Source: an optimization exercise on an open RTL-to-GDS flow (aim: small area, a short achievable clock period and few clock cycles). Production flows keep margins and buffers that such runs may drop. Only simulation tests tie the RTL to the original design; equivalence was not proved.

==> inputs of indigo <==
// path_math
module path_math
    (input [11:0] location,  
     input [11:0] target,  
     input [4:0] current_orientation,  
     input clock,
     input enable,
     input reset,
     output reg done,
     output reg [4:0] needed_orientation,  
     output [11:0] move_command);
==> module path_math, before the edit <==
module path_math
    (input [11:0] location,  
     input [11:0] target,  
     input [4:0] current_orientation,  
     input clock,
     input enable,
     input reset,
     output reg done,
     output reg [4:0] needed_orientation,  
     output [11:0] move_command);  
   wire [7:0] xm_l, ym_l, xm_t, ym_t;
   wire       xs_l, xs_t;
   ptc_mag ptc_l (.r_theta(location), .xm(xm_l), .ym(ym_l), .xs(xs_l));
   ptc_mag ptc_t (.r_theta(target),   .xm(xm_t), .ym(ym_t), .xs(xs_t));
   wire       xsame = (xs_t == xs_l);
   reg [8:0] ex, delta_y;
   reg       exneg, busy;
   always @(posedge clock) begin
      ex <= {1'b0, xm_t} + ({1'b0, xm_l} ^ {9{xsame}}) + {8'd0, xsame};
      exneg <= xs_t;
      delta_y <= {1'b0, ym_t} - {1'b0, ym_l};
      busy <= enable & ~reset;
   end
   wire       exnz  = |ex;
   wire       dxneg = exneg ? ((exnz & ~ex[8]) | (ex == 9'h100)) : ex[8];
   wire       dyneg = delta_y[8];
   wire [7:0] a = ex[8] ? 8'd0 - ex[7:0] : ex[7:0];
   wire [7:0] y = dyneg ? 8'd0 - delta_y[7:0] : delta_y[7:0];
   wire [1:0] quad = {dyneg, dxneg ^ dyneg};  
   wire [17:0] p549 = {a, 9'd0} + {a, 5'd0} + {a, 2'd0} + a;
   wire [17:0] p591 = {a, 9'd0} + {a, 6'd0} + {a, 4'd0} - a;
   wire [6:0]  t15  = p549[17:11];
   wire [7:0]  t30  = p591[17:10];
   wire [10:0] y2   = {2'b00, y, 1'b0};
   wire [10:0] a3   = {2'b00, a, 1'b0} + {3'b000, a};
   wire c12 = y2 >= {4'd0, t15} + {3'd0, t30};
   wire c23 = y2 >= {3'd0, t30} + {3'd0, a};
   wire c34 = y2 + {4'd0, t15} + 11'd1 >= a3;
   wire c45 = ({3'd0, y} + {4'd0, t15} + 11'd1 >= a3) |
              ({2'b00, a, 1'b0} - {4'd0, t15} - {3'd0, y} == 11'd256);
   wire is1 = ~c12 & ~c23 & ~c34 & ~c45;
   wire is5 = c12 & c23 & c34 & c45;
   wire is2 = ~is1 & ~is5 & ~c23 & ~c34;
   wire is4 = ~is1 & ~is5 & c23 & c34;
   wire [2:0] b = is1 ? 3'd1 : (is5 ? 3'd5 : (is2 ? 3'd2 : (is4 ? 3'd4 : 3'd3)));
   wire ysmall = (y <= 8'd4);
   wire asmall = (a <= 8'd4);
   reg [4:0] need_n;
   always @(*) begin
      if (ysmall) need_n = dxneg ? 5'd12 : 5'd0;
      else if (asmall) need_n = dyneg ? 5'd18 : 5'd6;
      else case (quad)
         2'd1: need_n = 5'd12 - b;
         2'd2: need_n = 5'd12 + b;
         2'd3: need_n = 5'd24 - b;
         default: need_n = {2'b00, b};
      endcase
   end
   wire [2:0] ba_n = ysmall ? 3'd0 : (asmall ? 3'd6 : b);
   wire       same = (location[11:8] == target[11:8]);
   wire [4:0] sum_s = {1'b0, location[11:8]} + ((target[7:0] >= location[7:0]) ? 5'd0 : 5'd12);
   wire [4:0] need_s = (sum_s >= 5'd24) ? sum_s - 5'd24 : sum_s;
   reg  [2:0] ba_s;
   always @(*) begin
      case (quad)
         2'd1: ba_s = 3'd4 - need_s[2:0];
         2'd2: ba_s = need_s[2:0] + 3'd4;
         2'd3: ba_s = 3'd0 - need_s[2:0];
         default: ba_s = need_s[2:0];
      endcase
   end
   wire [4:0] need = same ? need_s : need_n;
   wire [2:0] ba   = same ? ba_s : ba_n;
   wire [17:0] r15 = {y, 10'd0} - {y, 5'd0} - {y, 1'd0} - y;
   wire [17:0] r45 = {y, 7'd0} + {y, 5'd0} + {y, 4'd0} + {y, 2'd0} + y;   
   wire [17:0] r60 = {y, 5'd0} + {y, 2'd0} + y;                           
   wire [17:0] r75 = {y, 8'd0} + {y, 3'd0} + y;                           
   reg  [6:0]  dist_v;
   always @(*) begin
      case (ba)
         3'd1: dist_v = r15[16:10];
         3'd2: dist_v = 7'd0;
         3'd3: dist_v = r45[15:9];
         3'd4: dist_v = r60[13:7];
         3'd5: dist_v = r75[16:10];
         3'd6: dist_v = y[6:0];
         default: dist_v = a[6:0];
      endcase
   end
   reg [4:0] cur;
   reg [6:0] distance;
   always @(posedge clock) begin
      if (reset) begin
         done <= 1'b0;
      end else if (busy) begin
         done <= 1'b1;
      end else if (enable) begin
         done <= 1'b0;
      end
      if (busy) begin
         needed_orientation <= need;
         cur <= current_orientation;
         distance <= dist_v;
      end
   end
   wire [4:0] angle = needed_orientation - cur + ((cur > needed_orientation) ? 5'd24 : 5'd0);
   assign move_command = {angle, distance};
endmodule
==> module ptc_mag, before the edit <==
module ptc_mag
    (input [11:0] r_theta,
     output reg [7:0] xm,
     output reg [7:0] ym,
     output xs);
   wire [7:0] r = r_theta[7:0];
   wire [3:0] t = r_theta[11:8];
   wire [11:0] r9  = {r, 3'd0} + r;                        
   wire [7:0]  m15 = ({1'b0, r} + r[7:5]) >> 2;           
   wire [7:0]  m30 = {2'b00, r[7:2]};
   wire [15:0] p181 = {r9, 4'd0} + {r9, 2'd0} + r;        
   wire [7:0]  m45 = p181[15:8];
   wire [15:0] p111 = {r, 7'd0} - {r, 4'd0} - r;          
   wire [7:0]  m60 = p111[14:7];
   wire [15:0] p247 = {r, 8'd0} - r9;                     
   wire [7:0]  m75 = p247[15:8];
   wire [2:0] k = (t <= 4'd6) ? t[2:0] : ((t <= 4'd12) ? 3'd4 - t[2:0] : 3'd0);
   assign xs = (t >= 4'd7) && (t <= 4'd12);
   always @(*) begin
      case (k)
        3'd1: begin xm = m75; ym = m15; end
        3'd2: begin xm = m60; ym = m30; end
        3'd3: begin xm = m45; ym = m45; end
        3'd4: begin xm = m30; ym = m60; end
        3'd5: begin xm = m15; ym = m75; end
        3'd6: begin xm = 8'd0; ym = r; end
        default: begin xm = r; ym = 8'd0; end
      endcase
   end
endmodule
Settings: LEC_CHECK=0, CAP_MARGIN=20, CORE_MARGIN=2, CORE_UTILIZATION=40, SLEW_MARGIN=20; clock period 12.0 ns.
run.sh (not shown) runs the stock make flow with config.mk's settings and CLKGATE_MAP_FILE= SYNTH_SCRIPT=/design/flow/synth_recipe.tcl, a recipe that flattens the netlist after the stock synthesis.
==> inputs of fjord, as changes to indigo <==
--- a/flow/design.v
+++ b/flow/design.v
@@ -372,34 +372,33 @@
      output reg [4:0] needed_orientation,  
      output [11:0] move_command);  
-   wire [7:0] xm_l, ym_l, xm_t, ym_t;
-   wire       xs_l, xs_t;
-   ptc_mag ptc_l (.r_theta(location), .xm(xm_l), .ym(ym_l), .xs(xs_l));
-   ptc_mag ptc_t (.r_theta(target),   .xm(xm_t), .ym(ym_t), .xs(xs_t));
-   wire       xsame = (xs_t == xs_l);
-   reg [8:0] ex, delta_y;
-   reg       exneg, busy;
+   wire [8:0] x_l, y_l, x_t, y_t;
+   ptc_fast ptc_l (.r_theta(location), .x(x_l), .y(y_l));
+   ptc_fast ptc_t (.r_theta(target),   .x(x_t), .y(y_t));
+   reg [8:0] delta_x, delta_y;
+   reg       busy;
    always @(posedge clock) begin
-      ex <= {1'b0, xm_t} + ({1'b0, xm_l} ^ {9{xsame}}) + {8'd0, xsame};
-      exneg <= xs_t;
-      delta_y <= {1'b0, ym_t} - {1'b0, ym_l};
+      delta_x <= x_t - x_l;
+      delta_y <= y_t - y_l;
       busy <= enable & ~reset;
    end
-   wire       exnz  = |ex;
-   wire       dxneg = exneg ? ((exnz & ~ex[8]) | (ex == 9'h100)) : ex[8];
+   wire       dxneg = delta_x[8];
    wire       dyneg = delta_y[8];
-   wire [7:0] a = ex[8] ? 8'd0 - ex[7:0] : ex[7:0];
-   wire [7:0] y = dyneg ? 8'd0 - delta_y[7:0] : delta_y[7:0];
+   wire [8:0] ndx = -delta_x;
+   wire [8:0] ndy = -delta_y;
+   wire [7:0] a = dxneg ? ndx[7:0] : delta_x[7:0];
+   wire [7:0] y = dyneg ? ndy[7:0] : delta_y[7:0];
    wire [1:0] quad = {dyneg, dxneg ^ dyneg};  
-   wire [17:0] p549 = {a, 9'd0} + {a, 5'd0} + {a, 2'd0} + a;
-   wire [17:0] p591 = {a, 9'd0} + {a, 6'd0} + {a, 4'd0} - a;
+   wire [17:0] p549 = a * 10'd549;
+   wire [17:0] p591 = a * 10'd591;
    wire [6:0]  t15  = p549[17:11];
    wire [7:0]  t30  = p591[17:10];
-   wire [10:0] y2   = {2'b00, y, 1'b0};
-   wire [10:0] a3   = {2'b00, a, 1'b0} + {3'b000, a};
-   wire c12 = y2 >= {4'd0, t15} + {3'd0, t30};
-   wire c23 = y2 >= {3'd0, t30} + {3'd0, a};
-   wire c34 = y2 + {4'd0, t15} + 11'd1 >= a3;
-   wire c45 = ({3'd0, y} + {4'd0, t15} + 11'd1 >= a3) |
-              ({2'b00, a, 1'b0} - {4'd0, t15} - {3'd0, y} == 11'd256);
+   wire [6:0]  c549 = t15 + (|p549[10:0]);
+   wire [9:0]  w    = {a, 1'b0} + a - c549;         
+   wire [9:0]  t60  = {a, 1'b0} - c549;
+   wire [8:0]  y2   = {y, 1'b0};
+   wire c12 = y2 >= t15 + t30;
+   wire c23 = y2 >= t30 + a;
+   wire c34 = y2 >= w;
+   wire c45 = ({1'b0, y} >= w) | (t60 == {2'b00, y} + 10'd255);
    wire is1 = ~c12 & ~c23 & ~c34 & ~c45;
    wire is5 = c12 & c23 & c34 & c45;
@@ -435,8 +434,8 @@
    wire [4:0] need = same ? need_s : need_n;
    wire [2:0] ba   = same ? ba_s : ba_n;
-   wire [17:0] r15 = {y, 10'd0} - {y, 5'd0} - {y, 1'd0} - y;
-   wire [17:0] r45 = {y, 7'd0} + {y, 5'd0} + {y, 4'd0} + {y, 2'd0} + y;   
-   wire [17:0] r60 = {y, 5'd0} + {y, 2'd0} + y;                           
-   wire [17:0] r75 = {y, 8'd0} + {y, 3'd0} + y;                           
+   wire [17:0] r15 = y * 10'd989;
+   wire [17:0] r45 = y * 10'd362;
+   wire [17:0] r60 = y * 10'd296;
+   wire [17:0] r75 = y * 10'd265;
    reg  [6:0]  dist_v;
    always @(*) begin
@@ -444,6 +443,6 @@
          3'd1: dist_v = r15[16:10];
          3'd2: dist_v = 7'd0;
-         3'd3: dist_v = r45[15:9];
-         3'd4: dist_v = r60[13:7];
+         3'd3: dist_v = r45[16:10];
+         3'd4: dist_v = r60[16:10];
          3'd5: dist_v = r75[16:10];
          3'd6: dist_v = y[6:0];
@@ -470,31 +469,33 @@
    assign move_command = {angle, distance};
 endmodule
-module ptc_mag
+module ptc_fast
     (input [11:0] r_theta,
-     output reg [7:0] xm,
-     output reg [7:0] ym,
-     output xs);
+     output reg [8:0] x,
+     output reg [8:0] y);
    wire [7:0] r = r_theta[7:0];
-   wire [3:0] t = r_theta[11:8];
-   wire [11:0] r9  = {r, 3'd0} + r;                        
-   wire [7:0]  m15 = ({1'b0, r} + r[7:5]) >> 2;           
-   wire [7:0]  m30 = {2'b00, r[7:2]};
-   wire [15:0] p181 = {r9, 4'd0} + {r9, 2'd0} + r;        
-   wire [7:0]  m45 = p181[15:8];
-   wire [15:0] p111 = {r, 7'd0} - {r, 4'd0} - r;          
-   wire [7:0]  m60 = p111[14:7];
-   wire [15:0] p247 = {r, 8'd0} - r9;                     
-   wire [7:0]  m75 = p247[15:8];
-   wire [2:0] k = (t <= 4'd6) ? t[2:0] : ((t <= 4'd12) ? 3'd4 - t[2:0] : 3'd0);
-   assign xs = (t >= 4'd7) && (t <= 4'd12);
+   wire [15:0] p33  = r * 6'd33;
+   wire [15:0] p181 = r * 8'd181;
+   wire [15:0] p111 = r * 7'd111;
+   wire [15:0] p247 = r * 8'd247;
+   wire [7:0] m15 = p33[14:7];
+   wire [7:0] m30 = {2'b00, r[7:2]};
+   wire [7:0] m45 = p181[15:8];
+   wire [7:0] m60 = p111[14:7];
+   wire [7:0] m75 = p247[15:8];
    always @(*) begin
-      case (k)
-        3'd1: begin xm = m75; ym = m15; end
-        3'd2: begin xm = m60; ym = m30; end
-        3'd3: begin xm = m45; ym = m45; end
-        3'd4: begin xm = m30; ym = m60; end
-        3'd5: begin xm = m15; ym = m75; end
-        3'd6: begin xm = 8'd0; ym = r; end
-        default: begin xm = r; ym = 8'd0; end
+      case (r_theta[11:8])
+         4'h1: begin x = {1'b0, m75}; y = {1'b0, m15}; end
+         4'h2: begin x = {1'b0, m60}; y = {1'b0, m30}; end
+         4'h3: begin x = {1'b0, m45}; y = {1'b0, m45}; end
+         4'h4: begin x = {1'b0, m30}; y = {1'b0, m60}; end
+         4'h5: begin x = {1'b0, m15}; y = {1'b0, m75}; end
+         4'h6: begin x = 9'd0;        y = {1'b0, r};   end
+         4'h7: begin x = -{1'b0, m15}; y = {1'b0, m75}; end
+         4'h8: begin x = -{1'b0, m30}; y = {1'b0, m60}; end
+         4'h9: begin x = -{1'b0, m45}; y = {1'b0, m45}; end
+         4'hA: begin x = -{1'b0, m60}; y = {1'b0, m30}; end
+         4'hB: begin x = -{1'b0, m75}; y = {1'b0, m15}; end
+         4'hC: begin x = -{1'b0, r};   y = 9'd0;        end
+         default: begin x = {1'b0, r}; y = 9'd0; end
       endcase
    end
==> summary of the runs <==
Against fjord, the sequential share of layout area of indigo is higher by 2.0 points.
Via count: indigo is smaller than fjord (27%).
Synthesized cell count: fjord is higher than indigo (about 40%).
Between indigo and fjord, the lower cell count is in indigo (gap 30%, measured against fjord).
Area after synthesis: fjord is higher than indigo (51%).
Die area: indigo is smaller than fjord (about 33%).
==> figures <==
item                                                                              fjord        indigo
R2r setup slk                                                                   0.93 ns       1.77 ns
Number of multi-input logic gates                                                 2,066         1,588
Number of vias per cell after detailed routing                                     5.54          5.78
Std-Cell Core Area                                                          55,100 um^2   36,400 um^2
R2R depth                                                                            41            35
Cell count after synthesis                                                        2,605         1,870
Well Taps                                                                           748           468
Met1 track demand over resource in global routing                                 0.295         0.284
Cell area after placement                                                   23,800 um^2   15,800 um^2
Layout Area Growth over Synthesis                                                 7.52%         8.64%
Outcome                                                no timing/DRC/antenna violations  no timing/DRC/antenna violations
Fin crit period                                                                11.07 ns      10.23 ns
Number of search-and-repair iterations in the first detailed-routing pass             7             6
Register bit count reported by yosys                                                 37            38
Testbench counts of indigo, summed over its fixed seeds: cycles 32,000.
Testbench counts of fjord, summed over its fixed seeds: cycles 32,000.

-- separate check: timing with driven ports --
Ports are ideal in the flow. The routed layouts listed here were re-timed in OpenROAD.
Step 1: set_driving_cell puts a clkbuf_16 on clock and a buf_2 on each other input, an assumption about the parent block.
Step 2 times the ports against the registers' clock, not the clock port: input delays grow and output delays shrink by t, the midpoint of the rising clock arrivals with the driver on.
Slacks: ideal / step 1 / step 2; pairs: ideal / step 1.
| run | t (ns) | setup slack, ns | worst setup path after step 2 | worst slew at a driven data input, ns |
|---|---|---|---|---|
| indigo | 0.323 | 1.765 / 1.765 / 1.765 | register to register | 0.06 |
| fjord | 0.326 | 0.932 / 0.932 / 0.932 | register to register | 0.05 |
After both steps setup and hold are still met in every run listed.
